What follows belongs to an exercise in optimizing a design on an open flow for small area, a short achievable clock period and few clock cycles per item; a production flow would make more cautious choices.
Function was checked by simulation only, so behaviour that the tests miss may differ from the original.
Power figures rest on the tool's default switching activity, not on a simulated workload.

==> design/flow/design.v <==
module draw_line (
    input  logic       clk,
    input  logic       rst,           
    input  logic [7:0] start_x_pos,   
    input  logic [6:0] start_y_pos,   
    input  logic [7:0] x_length,      
    input  logic [7:0] y_length,      
    input  logic       start_line,
    output logic       wr_valid,
    output logic [7:0] write_x_pos,
    output logic [6:0] write_y_pos,
    output logic       running
);
    logic [7:0] x_reg;
    logic [6:0] y_reg;
    logic       run_reg, wv_reg;
    logic [7:0] xn_reg;       
    logic [7:0] yn_reg;       
    logic       dir_reg;      
    logic [12:0] ideal_reg;
    logic [12:0] slope_reg;   
    logic [7:0] rem_reg;
    logic [3:0] cnt_reg;
    logic [8:0] dtry, dsub;
    logic [9:0] dcy;
    logic       qbit;
    always_comb begin
        dtry   = {rem_reg, slope_reg[12] ^ (dir_reg && (cnt_reg >= 4'd7) && (slope_reg[11:6] != 6'd0))};
        dcy[0] = 1'b1;
        for (int i = 0; i < 9; i++) begin
            logic b;
            b = (i < 8) ? xn_reg[i] : 1'b1;
            dsub[i]  = dtry[i] ^ b ^ dcy[i];
            dcy[i+1] = (dtry[i] & b) | (dcy[i] & (dtry[i] ^ b));
        end
        qbit = dcy[9];
    end
    function automatic logic at_ymax(input logic [7:0] yn, input logic [6:0] y, input logic dn);
        logic z;
        z = (yn == 8'd0);
        at_ymax = z || (dn && (y == 7'd0) && yn[7]);
    endfunction
    logic       ex_cur, ey_cur, stop_cur, go, ystep, xstep, iadd, div;
    logic [7:0] x_nxt, xn_nxt, yn_nxt;
    logic [6:0] y_nxt;
    logic [12:0] ideal_sum;
    logic       off_nxt, ex_nxt, ey_nxt;
    assign ex_cur   = (xn_reg == 8'hff);
    assign ey_cur   = at_ymax(yn_reg, y_reg, dir_reg);
    assign stop_cur = !wv_reg || (ex_cur && ey_cur);
    assign div      = (cnt_reg != 4'd0);
    assign go       = run_reg && !stop_cur && !div;
    assign ystep = go && (ex_cur || (y_reg != ideal_reg[12:6]));
    assign xstep = go && !ystep;
    assign iadd  = xstep && !ey_cur;
    always_comb begin
        logic c, b, u, a;
        c = xstep;
        b = xstep;
        for (int i = 0; i < 8; i++) begin
            x_nxt[i]  = x_reg[i] ^ c;
            c         = c & x_reg[i];
            xn_nxt[i] = xn_reg[i] ^ b;
            b         = b & xn_reg[i];
        end
        u = ystep;
        b = ystep || (div && (cnt_reg == 4'd13) && !dir_reg);
        for (int i = 0; i < 7; i++) begin
            y_nxt[i] = y_reg[i] ^ u;
            u        = u & (y_reg[i] ^ dir_reg);
        end
        for (int i = 0; i < 8; i++) begin
            yn_nxt[i] = yn_reg[i] ^ b;
            b         = b & yn_reg[i];
        end
        a = dir_reg;
        for (int i = 0; i < 13; i++) begin
            ideal_sum[i] = ideal_reg[i] ^ slope_reg[i] ^ a;
            a = (ideal_reg[i] & slope_reg[i]) | (a & (ideal_reg[i] ^ slope_reg[i]));
        end
    end
    assign off_nxt = (x_nxt > 8'd159) || (y_nxt > 7'd119);
    assign ex_nxt  = (xn_nxt == 8'hff);
    assign ey_nxt  = at_ymax(yn_nxt, y_nxt, dir_reg);
    always_ff @(posedge clk) begin
        x_reg   <= start_line ? start_x_pos : x_nxt;
        y_reg   <= start_line ? start_y_pos : y_nxt;
        xn_reg  <= start_line ? ~x_length : xn_nxt;
        yn_reg  <= start_line ? (y_length ^ {8{~y_length[7]}}) : yn_nxt;
        ideal_reg <= start_line ? {start_y_pos, 6'd0} : (iadd ? ideal_sum : ideal_reg);
        rem_reg <= start_line ? {7'd0, y_length[7] && (y_length[6:0] == 7'd0)} : (qbit ? dsub[7:0] : dtry[7:0]);
        if (start_line) begin
            dir_reg   <= y_length[7];
            slope_reg <= {y_length[6:0], 6'd0};
            cnt_reg   <= 4'd13;
        end else if (div) begin
            cnt_reg   <= cnt_reg - 4'd1;
            slope_reg <= {slope_reg[11:0], qbit ^ dir_reg};
        end
        if (start_line) begin
            run_reg <= 1'b1;
            wv_reg  <= (start_x_pos <= 8'd159) && (start_y_pos <= 7'd119);
        end else if (run_reg && stop_cur) begin
            run_reg <= 1'b0;
            wv_reg  <= 1'b0;
        end else if (go) begin
            run_reg <= !(off_nxt || (ex_nxt && ey_nxt));
            wv_reg  <= !off_nxt;
        end else if (!run_reg) begin
            wv_reg  <= 1'b0;
        end
        if (rst) begin
            run_reg <= 1'b0;
            wv_reg  <= 1'b0;
        end
    end
    assign wr_valid    = wv_reg;
    assign write_x_pos = x_reg;
    assign write_y_pos = y_reg;
    assign running     = run_reg;
endmodule
==> design/flow/flow/run.sh <==
#!/bin/bash
set -euo pipefail
export BUFFER_PORTS_ARGS="-buffer_cell sky130_fd_sc_hd__buf_2"
export SETUP_SLACK_MARGIN=22.0
bash standard.sh > standard.log 2>&1
==> design/flow/standard.sh <==
#!/bin/bash
# synth_recipe.tcl (not shown) runs the flow's synth.tcl, then flattens the netlist and writes it again
# the make line also repeats each setting of config.mk as NAME=value (left out here)
make -C /OpenROAD-flow-scripts/flow DESIGN_CONFIG=/design/flow/config.mk WORK_HOME=/design/flow/orfs CLKGATE_MAP_FILE= SYNTH_SCRIPT=/design/flow/synth_recipe.tcl "${@:-finish}"
==> design/flow/config.mk <==
export PLATFORM = sky130hd
export DESIGN_NAME = draw_line
export DESIGN_NICKNAME = draw_line
export VERILOG_FILES = /design/flow/design.v
export SDC_FILE = /design/flow/constraint.sdc
export NUM_CORES = 4
export LEC_CHECK = 0
export CAP_MARGIN = 20
export CORE_MARGIN = 2
export CORE_UTILIZATION = 40
export SLEW_MARGIN = 20
==> design/flow/constraint.sdc <==
create_clock -name core_clock -period 29.0 [get_ports {clk}]
set_input_delay 5.8000 -clock core_clock [delete_from_list [all_inputs] [get_ports {clk}]]
set_output_delay 5.8000 -clock core_clock [all_outputs]
set_load 0.01 [all_outputs]
==> results of run 1 <==
-- routing by layer --
| layer | wire length [um] | track usage, % | share of wire (%) | vias up |
|---|---|---|---|---|
| li1 | - | - | - | 1530 |
| met1 | 4300 | 23.4 | 47 | 1485 |
| met2 | 4170 | 27.8 | 46 | 80 |
| met3 | 545 | 4.45 | 6.0 | 10 |
| met4 | 101 | 4.61 | 1.1 | 0 |
| met5 | 0 | 0 | 0 | - |
-- final cells by class --
cell class | count | area [sq um]
fillers | 1001 | 5510
inverters | 28 | 105
well taps | 136 | 170
flip-flops and latches | 72 | 1600
clock inverters | 7 | 68.8
repair buffers | 51 | 262
multi-input cells | 297 | 2350
clock buffers | 9 | 124
-- worst min-delay path, delay by kind of cell (launching register included) --
| family | cells | cell delay [ps] |
|---|---|---|
| AOI/OAI and AO/OA | 1 | 50 |
| DFF | 1 | 330 |
| and+or+nand+nor | 1 | 60 |
-- synthesized netlist by cell type (5+ instances only) --
library cell	count
buf_2	8
fa_1	19
nand2b_1	5
o31ai_1	9
nand2_1	54
o21ai_0	16
ha_1	25
xnor2_1	20
edfxtp_1	15
clkbuf_1	12
dfxtp_1	57
nor4_1	8
mux2_2	18
a21oi_1	22
mux2i_1	9
nor3_1	6
inv_1	27
nor2_1	22
xor2_1	12
and3_1	5
-- logic make-up after synthesis --
kind of cell / count (synthesis) / synth area share (%)
flip-flops: 72 / 38.3
AND/OR/NAND/NOR: 127 / 15.5
AO/OA/AOI/OAI: 67 / 10.6
XOR/XNOR: 32 / 6.75
adder cells (fa/ha/maj): 44 / 16.7
multiplexers: 27 / 7.05
buffers and inverters: 52 / 5.03
-- where the power goes --
part	total (mW)	internal, mW	switching [mW]
combinational	0.0625	0.0301	0.0324
sequential	0.129	0.116	0.0125
clock	0.0805	0.0398	0.0407
-- how the worst min path moves through the flow --
stage	to	slack (ps)	cells after the start
after floorplan	ideal_reg[0]$_SDFFE_PP0P_	460	2
after global placement	ideal_reg[0]$_SDFFE_PP0P_	470	2
after detailed placement	ideal_reg[0]$_SDFFE_PP0P_	470	2
after CTS	ideal_reg[0]$_SDFFE_PP0P_	480	2
after global routing	slope_reg[0]$_SDFFE_PP0N_	510	2
final	ideal_reg[0]$_SDFFE_PP0P_	480	2
-- metrics by stage --
| step | power (mW) | cells | instance area (sq um) | setup slack, ps |
|---|---|---|---|---|
| after global routing | 0.289 | 600 | 4670 | 22030 |
| after floorplan | 0.176 | 421 | 4150 | 22040 |
| after CTS | 0.274 | 600 | 4670 | 22010 |
| final | 0.271 | 600 | 4670 | 22060 |
| after global placement | 0.190 | 584 | 4470 | 21640 |
| after detailed placement | 0.194 | 584 | 4470 | 21620 |
-- what timing repair did --
| item | CTS | global route |
|---|---|---|
| resized for setup | 1 | 3 |
| setup endpoints to repair | 1 | 16 |
| buffers inserted | 0 | 0 |
| endpoints found under the hold margin | 0 | 0 |
==> impl_metrics.ini, run 1 <==
[run_status]
outcome = no timing/DRC/antenna violations

[clock_tree]
ctsHtreeMaxLevel = 3
cts_tree = built
cts_num_sinks = 72
cts_made_buffers = 9
clockBufferDepth = 2
root_buffer = clkbuf_8
hold_buffers = 0
insertion_delay_ps = 360
path_clk_slew_ps = 80

[global_route]
grt_max_degree = 95
grt_pass1_wl_um = 15000
overflow = 0
antenna_found_initial = 0
grt_usage_pct = 17.4
grt_pass1_vias = 3036

[power_and_ir_drop]
power_density_nw_per_um2 = 58.1
leakage_nw = 1.98
vdd_drop_max_mv = 0.0231

[layout]
final_util_pct = 45.9
fin_nets = 537
syn2layout_area_growth_pct = 12.6
final_cell_mix = 54 x nand2_1, 54 x dfxtp_1, 50 x buf_2, 27 x inv_1, 25 x ha_1
drive_gt1_share_pct = 20.7
antennaDiodeCount = 0

[setup_path]
crit_cells = 1
crit_slowest_cell = dfxtp_1
cp-endpoint = write_y_pos[1]
worstRegToRegCells = 17
crit_family = flip-flops
path_cells = buf_2
reg2reg_from = dir_reg$_DFFE_PP_
crit_start = y_reg[1]$_DFF_P_
cp_max_fo = 9
crit_buf_inv = 1
timing.rr.end = ideal_reg[12]$_DFFE_PP_
crit_required_ps = 23200
max_stage_delay_ps = 580
cp.arrival_ps = 1140
end_kind = output pin
crit_path_start_kind = register
path_class = reg -> out
r2r_slack_ps = 23630

[sta]
min_period_over_period_pct = 23.9
max_slew_margin_pct = 53.3
maxSlewViolCount = 0
clock_skew_ps = 13.2
tns_ps = 0
period_minus_slack_ps = 6940
max_freq_mhz = 144
setup_viol = 0
worst_slew_pin_slew_ps = 700
rsz0062_at_grt = false
holdWs_ps = 481
hold_viol_final = 0

[synth]
yosysTopAreaCell = dfxtp_1
syn-cell-area_sq_um = 4150
yosysTopAreaCellShare_pct = 27.5
yosys_warnings = 1
syn_inst = 421
synth_seq_area_share_pct = 38.3
async_flop_share_pct = 0
ys_ff_latch = 72
synth_nets = 499
syn_avg_cell_area_sq_um = 9.86
synth-edff-count = 15
ys_types = 53
synthFlopType = dfxtp_1
synthTopCellsByArea = dfxtp_1 27%, edfxtp_1 11%, fa_1 9.2%

[drt]
drt-wirelength-per-cell_um = 15.2
avgViaCountPerCell = 5.18
vias = 3105
dr.first_iter.drc_count = 141
drt-total-wl_um = 9120
final_antenna_net_count = 0
drt_first_pass_iters = 4
drc = 0

[die]
core_sq_um = 10200
rows = 37
io_pins = 51
die_area_sq_um = 11200
die_w_um = 106
die_h_um = 106
start_util_pct = 40.7

[worst_hold_path]
hp-class = reg -> reg
hold_start = ideal_reg[0]$_SDFFE_PP0P_

[flow_run]
maxCapViolCount = 0

[placement]
dpl.hpwl_um = 6770
gp_congestion = 0.758
portBuffers = 50
Testbench counts, summed over its fixed seeds: cycles 230,895, lines 2,400.
==> run 2: changes to the inputs <==
==> design/flow/flow/run.sh (replaced) <==
#!/bin/bash
set -euo pipefail
export BUFFER_PORTS_ARGS="-buffer_cell sky130_fd_sc_hd__buf_2"
bash standard.sh > standard.log 2>&1
==> run 2 against run 1 <==
  * Critical path depth did not move
  * Area after synthesis did not move
  * Final cell count did not move
  * Clock skew barely moved
  * Hold slack barely moved
  * Combinational power barely moved
  * Register-to-register slack barely moved
  * Global-route usage did not move
  * Non-clock buffer count did not move
  * Largest cell class unchanged
==> impl_metrics.ini, run 2 <==
[die]
die_h_um = 106
rows = 37
start_util_pct = 40.7
core_sq_um = 10200
die_w_um = 106
die_area_sq_um = 11200
io_pins = 51

[setup_path]
cp.arrival_ps = 1250
crit_required_ps = 23200
crit_slowest_cell = dfxtp_1
end_kind = output pin
crit_path_start_kind = register
cp_max_fo = 12
max_stage_delay_ps = 660
crit_family = flip-flops
crit_buf_inv = 1
path_cells = buf_2
path_class = reg -> out

[global_route]
antenna_found_initial = 0
grt_usage_pct = 17.4
grt_pass1_vias = 3036
overflow = 0
grt_max_degree = 95
grt_pass1_wl_um = 15000

[sta]
max_freq_mhz = 142
max_slew_margin_pct = 35.6
period_minus_slack_ps = 7050
min_period_over_period_pct = 24.3
setup_viol = 0
worst_slew_pin_slew_ps = 966
tns_ps = 0
hold_viol_final = 0
clock_skew_ps = 13.2
maxSlewViolCount = 0
rsz0062_at_grt = false

[synth]
ys_types = 53
synth-edff-count = 15
yosys_warnings = 1
syn_inst = 421
synth_nets = 499
synthFlopType = dfxtp_1
syn-cell-area_sq_um = 4150
ys_ff_latch = 72
async_flop_share_pct = 0
yosysTopAreaCell = dfxtp_1
synthTopCellsByCount = 57 x dfxtp_1, 54 x nand2_1, 27 x inv_1
synthTopCellsByArea = dfxtp_1 27%, edfxtp_1 11%, fa_1 9.2%
synth_most_common_cell = dfxtp_1
syn_avg_cell_area_sq_um = 9.86
synth_seq_area_share_pct = 38.3
yosysTopAreaCellShare_pct = 27.5

[clock_tree]
path_clk_slew_ps = 80
cts_tree = built
hold_buffers = 0
cts_made_buffers = 9
postCtsSetupBuffers = 0
postCtsResizedCells = 0
cts_num_sinks = 72
root_buffer = clkbuf_8
clockBufferDepth = 2
insertion_delay_ps = 360
ctsHtreeMaxLevel = 3

[layout]
final_cell_mix = 57 x dfxtp_1, 54 x nand2_1, 50 x buf_2, 27 x inv_1, 25 x ha_1
final_util_pct = 45.8
fill_cells = 1002
antennaDiodeCount = 0
layout_commonest_cell = dfxtp_1
drive_gt1_share_pct = 20.0
fin_nets = 537
syn2layout_area_growth_pct = 12.5

[drt]
avgViaCountPerCell = 5.17
dr.first_iter.drc_count = 141
drt-wirelength-per-cell_um = 15.2
drt-total-wl_um = 9100
drt_first_pass_iters = 4
vias = 3103
final_antenna_net_count = 0
drc = 0

[placement]
gp_congestion = 0.758
portBuffers = 50
dpl.hpwl_um = 6770

[power_and_ir_drop]
leakage_nw = 1.98
power_density_nw_per_um2 = 58.1
vdd_drop_max_mv = 0.0231
total_power_mw = 0.271

[flow_run]
maxCapViolCount = 0

[run_status]
outcome = no timing/DRC/antenna violations

[worst_hold_path]
hp-class = reg -> reg
## run 2: cell counts after synthesis
Identical to the previous run, type by type.
## run 2: path summary, 6_finish.rpt
kind / startpoint / to / slack [ps] / cells after the start
worst max register to register: dir_reg$_DFFE_PP_ / ideal_reg[12]$_DFFE_PP_ / 23620 / 17
worst min-delay path: ideal_reg[0]$_SDFFE_PP0P_ / ideal_reg[0]$_SDFFE_PP0P_ / 480 / 2
worst min register to register: ideal_reg[0]$_SDFFE_PP0P_ / ideal_reg[0]$_SDFFE_PP0P_ / 480 / 2
worst max-delay path: y_reg[0]$_DFF_P_ / write_y_pos[0] / 21950 / 1
## run 2: stage by stage
stage	hold WS (ps)	std cells	setup slack [ps]	cell area, sq um
final	481	600	21950	4670
after floorplan	458	421	22040	4150
after global routing	505	600	21860	4670
after CTS	484	600	21950	4670
after global placement	466	584	21640	4470
after detailed placement	472	584	21620	4470
## run 2: logic make-up after synthesis
logic type,after synthesis,share of synthesized area [%]
AO/OA/AOI/OAI,67,10.6
XOR/XNOR,32,6.75
adder cells (fa/ha/maj),44,16.7
buffers and inverters,52,5.03
flip-flops,72,38.3
multiplexers,27,7.05
AND/OR/NAND/NOR,127,15.5
## run 2: cell type report
class,count,area [sq um],share of cell area (%)
Inverter,28,105,2.25
Multi-Input combinational cell,297,2350,50.3
Clock buffer,9,124,2.65
Sequential cell,72,1590,34.1
Clock inverter,7,68.8,1.47
Timing Repair Buffer,51,258,5.52
Tap cell,136,170,3.65
## run 2: worst min-delay path: cells and delay by family (launching register included)
| kind | cells | cell delay (ps) |
|---|---|---|
| flops | 1 | 330 |
| compound gates | 1 | 50 |
| simple gates | 1 | 60 |
## run 2: metal layers
metal / global-route usage [%] / share of wire [%] / vias to the layer above
li1: - / - / 1529
met1: 23.4 / 48 / 1493
met2: 27.8 / 46 / 71
met3: 4.45 / 5.5 / 10
met4: 4.61 / 1.1 / 0
met5: 0 / 0 / -
## run 2: power breakdown
group          leakage (nW)  internal [mW]  switching, mW  total (mW)
sequential            0.635          0.116         0.0125       0.128
clock                 0.104         0.0398         0.0407      0.0805
combinational          1.24         0.0301         0.0323      0.0624
total                  1.98          0.186         0.0855       0.271

==> what the ideal ports hide <==
Ports are ideal in the flow. The routed layouts listed here were re-timed in OpenROAD. Step 1: set_driving_cell puts a clkbuf_16 on clk and a buf_2 on each other input, an assumption about the parent block. Step 2 moves the port delays by t, midway between the first and last clock arrival at a register: inputs arrive t later, outputs are due t later. That takes back most of the time a late clock gives input paths. Three values: ideal, step 1, step 2; two values: the first two.
| run | t (ns) | setup WS [ns] | worst slew at a driven data input, ns | pins driven straight from the clock port |
|---|---|---|---|---|
| run 1 | 0.385 | 22.059 / 22.027 / 21.806 | 0.04 | 1 |
| run 2 | 0.384 | 21.951 / 21.919 / 21.612 | 0.04 | 1 |
After both steps setup and hold are still met in every run listed. The setup slack of run 2, which loses most, moves by -0.032 ns with the drivers and by -0.339 ns with both steps.
